From an optimization exercise on the open Yosys and OpenROAD flow, aimed at small area; shortcuts taken in it are not production practice. Only simulation tests tie the RTL to the original design; equivalence was not proved. The flow treats the clock pin as an ideal source. Dropping or thinning the clock tree relies on that and would not hold on a real chip.

Setup of red:
Design top, start of the top module:
module top (
    input  logic       clk,
    input  logic       rst,
    input  logic       gradient,
    input  logic       red,
    input  logic       green,
    input  logic       blue,
    input  logic       white,
    input  logic       box_enable,
    output logic       vga_h_sync,
    output logic       vga_v_sync,
    output logic [7:0] VGA_R,
    output logic [7:0] VGA_G,
    output logic [7:0] VGA_B,
    output logic       vga_sync,
    output logic       vga_display
);
    logic [6:0] xk;
    logic       xc;
    logic [1:0] xj;
    logic [5:0] yq;
    logic [2:0] ya;
    logic       yb;
    logic [9:0] ux;
    logic [8:0] uy;
    logic       dx, dy;
    logic [7:0] r, b;
    logic       g;
    wire       blank = (xj == 2'd3);
    wire [7:0] xbl   = {xk, xc};                           
    wire x0   = (xk == 7'd0) && !xc && (xj == 2'd0);       
    wire x1   = (xk == 7'd0) && !xc && (xj == 2'd1);       
    wire xend = blank && xk[6] && (xk[3:0] == 4'hf);       
    wire yend = (yq == 6'd34) && (ya == 3'd7) && yb;       
    wire y0   = (yq == 6'd0) && (ya == 3'd0) && !yb;       
  ...
==> module top, before the edit <==
module top (
    input  logic       clk,
    input  logic       rst,
    input  logic       gradient,
    input  logic       red,
    input  logic       green,
    input  logic       blue,
    input  logic       white,
    input  logic       box_enable,
    output logic       vga_h_sync,
    output logic       vga_v_sync,
    output logic [7:0] VGA_R,
    output logic [7:0] VGA_G,
    output logic [7:0] VGA_B,
    output logic       vga_sync,
    output logic       vga_display
);
    logic [6:0] xk;
    logic       xc;
    logic [1:0] xj;
    logic [5:0] yq;
    logic [2:0] ya;
    logic       yb;
    logic [9:0] ux;
    logic [8:0] uy;
    logic       dx, dy;
    logic [7:0] r, b;
    logic       g;
    wire       blank = (xj == 2'd3);
    wire [7:0] xbl   = {xk, xc};                           
    wire x0   = (xk == 7'd0) && !xc && (xj == 2'd0);       
    wire x1   = (xk == 7'd0) && !xc && (xj == 2'd1);       
    wire xend = blank && xk[6] && (xk[3:0] == 4'hf);       
    wire yend = (yq == 6'd34) && (ya == 3'd7) && yb;       
    wire y0   = (yq == 6'd0) && (ya == 3'd0) && !yb;       
    wire disp_x = !blank && !x0 && !((xk == 7'd127) && xc && (xj == 2'd2));
    wire disp_y = (yq < 6'd31) || ((yq == 6'd31) && !((ya == 3'd7) && yb));
    wire disp   = disp_x && disp_y;
    wire hs = blank && (xbl >= 8'd16) && (xbl <= 8'd110);
    wire vs = (yq == 6'd32) && (ya == 3'd5) && (yb == x0);
    assign vga_h_sync  = hs;
    assign vga_v_sync  = vs;
    assign vga_sync    = hs & vs;
    assign vga_display = disp;
    wire xo3 = (xk == 7'd0) || ((xk >= 7'd43) && (xk <= 7'd85));    
    wire xl2 = (xk >= 7'd43) && (xk <= 7'd84);                      
    wire xlo_end = !xc && (xj == (xo3 ? 2'd2 : 2'd1));
    wire xhi_end =  xc && (xj == (xl2 ? 2'd1 : 2'd2));
    wire [6:0] xk_inc = xk + {6'd0, blank ? xc : 1'b1};
    always_ff @(posedge clk) begin
        if (rst || xend) begin
            xk <= 7'd0; xc <= 1'b0; xj <= 2'd0;
        end else if (blank) begin
            xk <= xk_inc; xc <= !xc;
        end else if (xlo_end) begin
            xc <= 1'b1; xj <= 2'd0;
        end else if (xhi_end) begin
            xk <= xk_inc; xc <= 1'b0; xj <= (xk == 7'd127) ? 2'd3 : 2'd0;
        end else begin
            xj <= xj + 2'd1;
        end
    end
    logic [2:0] ys;    
    always_comb begin
        if (yq <= 6'd4) ys = 3'd0;
        else if (yq <= 6'd8) ys = 3'd1;
        else if (yq <= 6'd13) ys = 3'd2;
        else if (yq <= 6'd17) ys = 3'd3;
        else if (yq <= 6'd22) ys = 3'd4;
        else if (yq <= 6'd26) ys = 3'd5;
        else ys = 3'd6;
    end
    wire ysingle = (yq != 6'd0) && (ya == ys);
    always_ff @(posedge clk) begin
        if (rst) begin
            yq <= 6'd0; ya <= 3'd0; yb <= 1'b0;
        end else if (xend) begin
            if (yend) begin
                yq <= 6'd0; ya <= 3'd0; yb <= 1'b0;
            end else if (!yb && !ysingle) begin
                yb <= 1'b1;
            end else begin
                yb <= 1'b0;
                ya <= ya + 3'd1;
                if (ya == 3'd7) yq <= yq + 6'd1;
            end
        end
    end
    wire xhold = blank && (xbl < 8'd15);                   
    wire yhold = (yq == 6'd34) && !(ya == 3'd7 && yb);
    wire hx  = (ux < 10'd50);
    wire hy  = (uy < 9'd50);
    wire hit = hx && hy;
    wire fx      = (xk == 7'd127) && xc && (xj == 2'd0) && yend;
    wire bx_zero = ux[9] && (ux[6:0] == 7'h7f);           
    wire bx_max  = hx;                                     
    wire fy      = xend && (yq == 6'd31) && (ya == 3'd7) && !yb;
    wire by_zero = uy[8] && uy[7] && uy[6] && (uy[4:0] == 5'h1f);    
    wire by_max  = hy;                                     
    wire recentre = x1 && y0 && (ux[9:7] == 3'd0) && (uy[8:6] == 3'd0);
    wire mvx_r = fx && !dx && !bx_max;        
    wire mvx_l = fx &&  dx && !bx_zero;       
    wire mvy_d = fy && !dy && !by_max;
    wire mvy_u = fy &&  dy && !by_zero;
    wire       ux_en = !xhold && !mvx_r;
    wire       ux_c  = ux_en && (ux[0] || mvx_l);
    wire [8:0] ux_hi = (ux_c && ux[9] && ux[8] && ux[4]) ? 9'd0 : ux[9:1] + {8'd0, ux_c};   
    wire       ux_lo = ux[0] ^ (ux_en && !mvx_l);
    wire       uy_en = xend && !yhold && !mvy_d;
    wire       uy_c  = uy_en && (uy[0] || mvy_u);
    wire [7:0] uy_hi = uy[8:1] + {7'd0, uy_c};
    wire       uy_lo = uy[0] ^ (uy_en && !mvy_u);
    always_ff @(posedge clk) begin
        if (rst) begin
            ux <= 10'd491;            
            uy <= 9'd297;             
            dx <= 1'b0;
            dy <= 1'b0;
        end else if (recentre) begin
            ux <= 10'd493;            
            uy <= 9'd297;
            dx <= 1'b0;
            dy <= 1'b0;
        end else begin
            ux <= {ux_hi, ux_lo};
            uy <= {uy_hi, uy_lo};
            if (fx && (dx ? bx_zero : bx_max)) dx <= !dx;
            if (fy && (dy ? by_zero : by_max)) dy <= !dy;
        end
    end
    wire any2 = (gradient && (red || green || blue || white || box_enable)) ||
                (red && (green || blue || white || box_enable)) ||
                (green && (blue || white || box_enable)) ||
                (blue && (white || box_enable)) ||
                (white && box_enable);
    wire none = !(gradient || red || green || blue || white || box_enable);
    wire live = !rst && disp;
    wire keep = live && none;                  
    wire one  = live && !any2;                 
    wire boxc = box_enable && hit;
    wire g_ok = one && gradient;
    wire r_s  = one && (red || white || boxc);
    wire g_s  = one && (green || white);
    wire b_s  = one && (blue || white || boxc);
    always_ff @(posedge clk) begin
        r <= ({8{keep}} & r) | ({8{g_ok}} & {xk[6:0], xc}) | {8{r_s}};
        g <= (keep & g) | g_s;
        b <= ({8{keep}} & b) | ({8{g_ok}} & {yq[4:0], ya}) | {8{b_s}};
    end
    assign VGA_R = r;
    assign VGA_G = {8{g}};
    assign VGA_B = b;
endmodule
Settings: LEC_CHECK=0, ABC_AREA=1, CAP_MARGIN=20, CORE_MARGIN=2, CORE_UTILIZATION=80, SLEW_MARGIN=20; clock period 20.0 ns.
standard.sh (not shown) runs the stock make flow with config.mk's settings and CLKGATE_MAP_FILE= SYNTH_SCRIPT=/design/flow/synth_recipe.tcl, a recipe that flattens the netlist after the stock synthesis.
==> flow/flow/run.sh <==
#!/bin/bash
# Standard ORFS layout, with changes that only affect cell area:
#  - synthesis maps the logic with an area-only ABC script (no buffering or
#    upsizing against the clock target) and leaves adders to ABC instead of
#    mapping them to half/full-adder cells first; flip-flops are mapped as usual,
#  - ports are buffered with buf_1 cells,
#  - the clock is distributed by four clkbuf_8 (flow/clockbuf.tcl) instead of
#    an H-tree; the rest of the CTS step (legalisation, repair) is unchanged.
set -euo pipefail
W=$(pwd)
S=$W/scripts_area
rm -rf "$S"
cp -r "$FLOW_HOME/scripts" "$S"
cp "$W/flow/abc_area.script" "$S/abc_area.script"
sed -i "s#^log_cmd clock_tree_synthesis .*#source $W/flow/clockbuf.tcl#" "$S/cts.tcl"
grep -q "flow/clockbuf.tcl" "$S/cts.tcl"

bash standard.sh "SCRIPTS_DIR=$S" "ADDER_MAP_FILE=" synth > "$W/run_synth.log" 2>&1
export FLOW_CLKBUF=sky130_fd_sc_hd__clkbuf_8
bash standard.sh "SCRIPTS_DIR=$S" "BUFFER_PORTS_ARGS=-buffer_cell sky130_fd_sc_hd__buf_1" finish > "$W/run_layout.log" 2>&1
==> flow/flow/abc_area.script <==
strash
dc2
balance
 rewrite
 refactor
 balance
 rewrite
 rewrite -z
 balance
 refactor -z
 rewrite -z
 balance
balance
 rewrite
 refactor
 balance
 rewrite
 rewrite -z
 balance
 refactor -z
 rewrite -z
 balance
dch -f
amap
topo
==> flow/flow/clockbuf.tcl <==
# Clock distribution for this small design: the flip-flops are split into
# four groups by placement (above/below the median y, then left/right of each
# half's median x); each group is driven by one clock buffer placed at its
# centre, and the clock port drives the four buffers. Used in place of
# clock_tree_synthesis by cts.tcl.
set bufcell $::env(FLOW_CLKBUF)
set block [ord::get_db_block]
set port_net [[$block findBTerm clk] getNet]
$port_net setSigType CLOCK
set master [[ord::get_db] findMaster $bufcell]
set sinks {}
foreach it [$port_net getITerms] {
  set loc [[$it getInst] getLocation]
  lappend sinks [list [lindex $loc 0] [lindex $loc 1] $it]
}
proc halves {l idx} {
  set s [lsort -integer -index $idx $l]
  set h [expr {[llength $s] / 2}]
  return [list [lrange $s 0 [expr {$h - 1}]] [lrange $s $h end]]
}
set groups {}
foreach half [halves $sinks 1] {
  foreach q [halves $half 0] { lappend groups $q }
}
set k 0
foreach g $groups {
  set buf [odb::dbInst_create $block $master clkbuf_leaf_$k]
  set net [odb::dbNet_create $block clk_leaf_$k]
  $net setSigType CLOCK
  set sx 0; set sy 0
  foreach s $g {
    incr sx [lindex $s 0]; incr sy [lindex $s 1]
    set it [lindex $s 2]
    $it disconnect
    $it connect $net
  }
  set n [llength $g]
  [$buf findITerm A] connect $port_net
  [$buf findITerm X] connect $net
  $buf setLocation [expr {$sx / $n}] [expr {$sy / $n}]
  $buf setPlacementStatus PLACED
  puts "clockbuf: $bufcell clkbuf_leaf_$k drives $n clock pins"
  incr k
}
set_propagated_clock [all_clocks]
Inputs modified between red and blue:
diff --git a/flow/design.v b/flow/design.v
--- a/flow/design.v
+++ b/flow/design.v
@@ -84,11 +84,10 @@
                 ya <= ya + 3'd1;
                 if (ya == 3'd7) yq <= yq + 6'd1;
             end
         end
     end
-    wire xhold = blank && (xbl < 8'd15);                   
     wire yhold = (yq == 6'd34) && !(ya == 3'd7 && yb);
     wire hx  = (ux < 10'd50);
     wire hy  = (uy < 9'd50);
     wire hit = hx && hy;
     wire fx      = (xk == 7'd127) && xc && (xj == 2'd0) && yend;
@@ -100,31 +99,32 @@
     wire recentre = x1 && y0 && (ux[9:7] == 3'd0) && (uy[8:6] == 3'd0);
     wire mvx_r = fx && !dx && !bx_max;        
     wire mvx_l = fx &&  dx && !bx_zero;       
     wire mvy_d = fy && !dy && !by_max;
     wire mvy_u = fy &&  dy && !by_zero;
-    wire       ux_en = !xhold && !mvx_r;
+    wire       ux_en = !mvx_r;
     wire       ux_c  = ux_en && (ux[0] || mvx_l);
-    wire [8:0] ux_hi = (ux_c && ux[9] && ux[8] && ux[4]) ? 9'd0 : ux[9:1] + {8'd0, ux_c};   
+    wire       ux_wrap = ux[9] && ux[8] && ux[5];                
+    wire [8:0] ux_hi = ux[9:1] + {8'd0, ux_c};
     wire       ux_lo = ux[0] ^ (ux_en && !mvx_l);
     wire       uy_en = xend && !yhold && !mvy_d;
     wire       uy_c  = uy_en && (uy[0] || mvy_u);
     wire [7:0] uy_hi = uy[8:1] + {7'd0, uy_c};
     wire       uy_lo = uy[0] ^ (uy_en && !mvy_u);
     always_ff @(posedge clk) begin
         if (rst) begin
-            ux <= 10'd491;            
+            ux <= 10'd506;            
             uy <= 9'd297;             
             dx <= 1'b0;
             dy <= 1'b0;
         end else if (recentre) begin
-            ux <= 10'd493;            
+            ux <= 10'd508;            
             uy <= 9'd297;
             dx <= 1'b0;
             dy <= 1'b0;
         end else begin
-            ux <= {ux_hi, ux_lo};
+            ux <= ux_wrap ? 10'd0 : {ux_hi, ux_lo};
             uy <= {uy_hi, uy_lo};
             if (fx && (dx ? bx_zero : bx_max)) dx <= !dx;
             if (fy && (dy ? by_zero : by_max)) dy <= !dy;
         end
     end
Findings:
Status: blue FAILED at 3_3_place_gp (tool error). red -> blue: die outline width flat. blue reports its dominant combinational cell family by area after synthesis as compound AO/OA/AOI/OAI gates while red reports simple AND/OR/NAND/NOR gates. Taking red as the reference, in blue number of distinct standard cells referenced by the synthesized netlist climbed about 13%; share of synthesized area occupied by flip-flops and latches barely changed; synthesized area barely changed. Measured against each other, blue and red differ in mean area per synthesized cell, the higher figure coming from blue. Looking at net count after synthesis, blue sits 1.5% below red. Simple logic cell fraction of the synthesized area, blue and red: lower on blue.
In red the design's own scripts or RTL, not TritonCTS, make the clock network.

## static timing again, ports no longer ideal
Ports are ideal in the flow. The routed layout listed here was re-timed in OpenROAD.
Step 1: set_driving_cell puts a clkbuf_16 on clk and a buf_2 on each other input, an assumption about the parent block.
Step 2, shift: input delay + t, output delay - t, t = (earliest + latest rising clock arrival at the registers) / 2. This alone moves slack from input paths to output paths.
a / b / c = ideal ports / drivers / drivers and shift; a / b = the first two.
run: red
shift t [ns]: 0.206
setup WS [ns]: 12.483 / 12.425 / 12.631
worst hold slack (ns): 0.476 / 0.476 / 0.476
After both steps red still meets setup and hold. The setup slack of red moves by -0.058 ns with the drivers and by +0.148 ns with both steps.
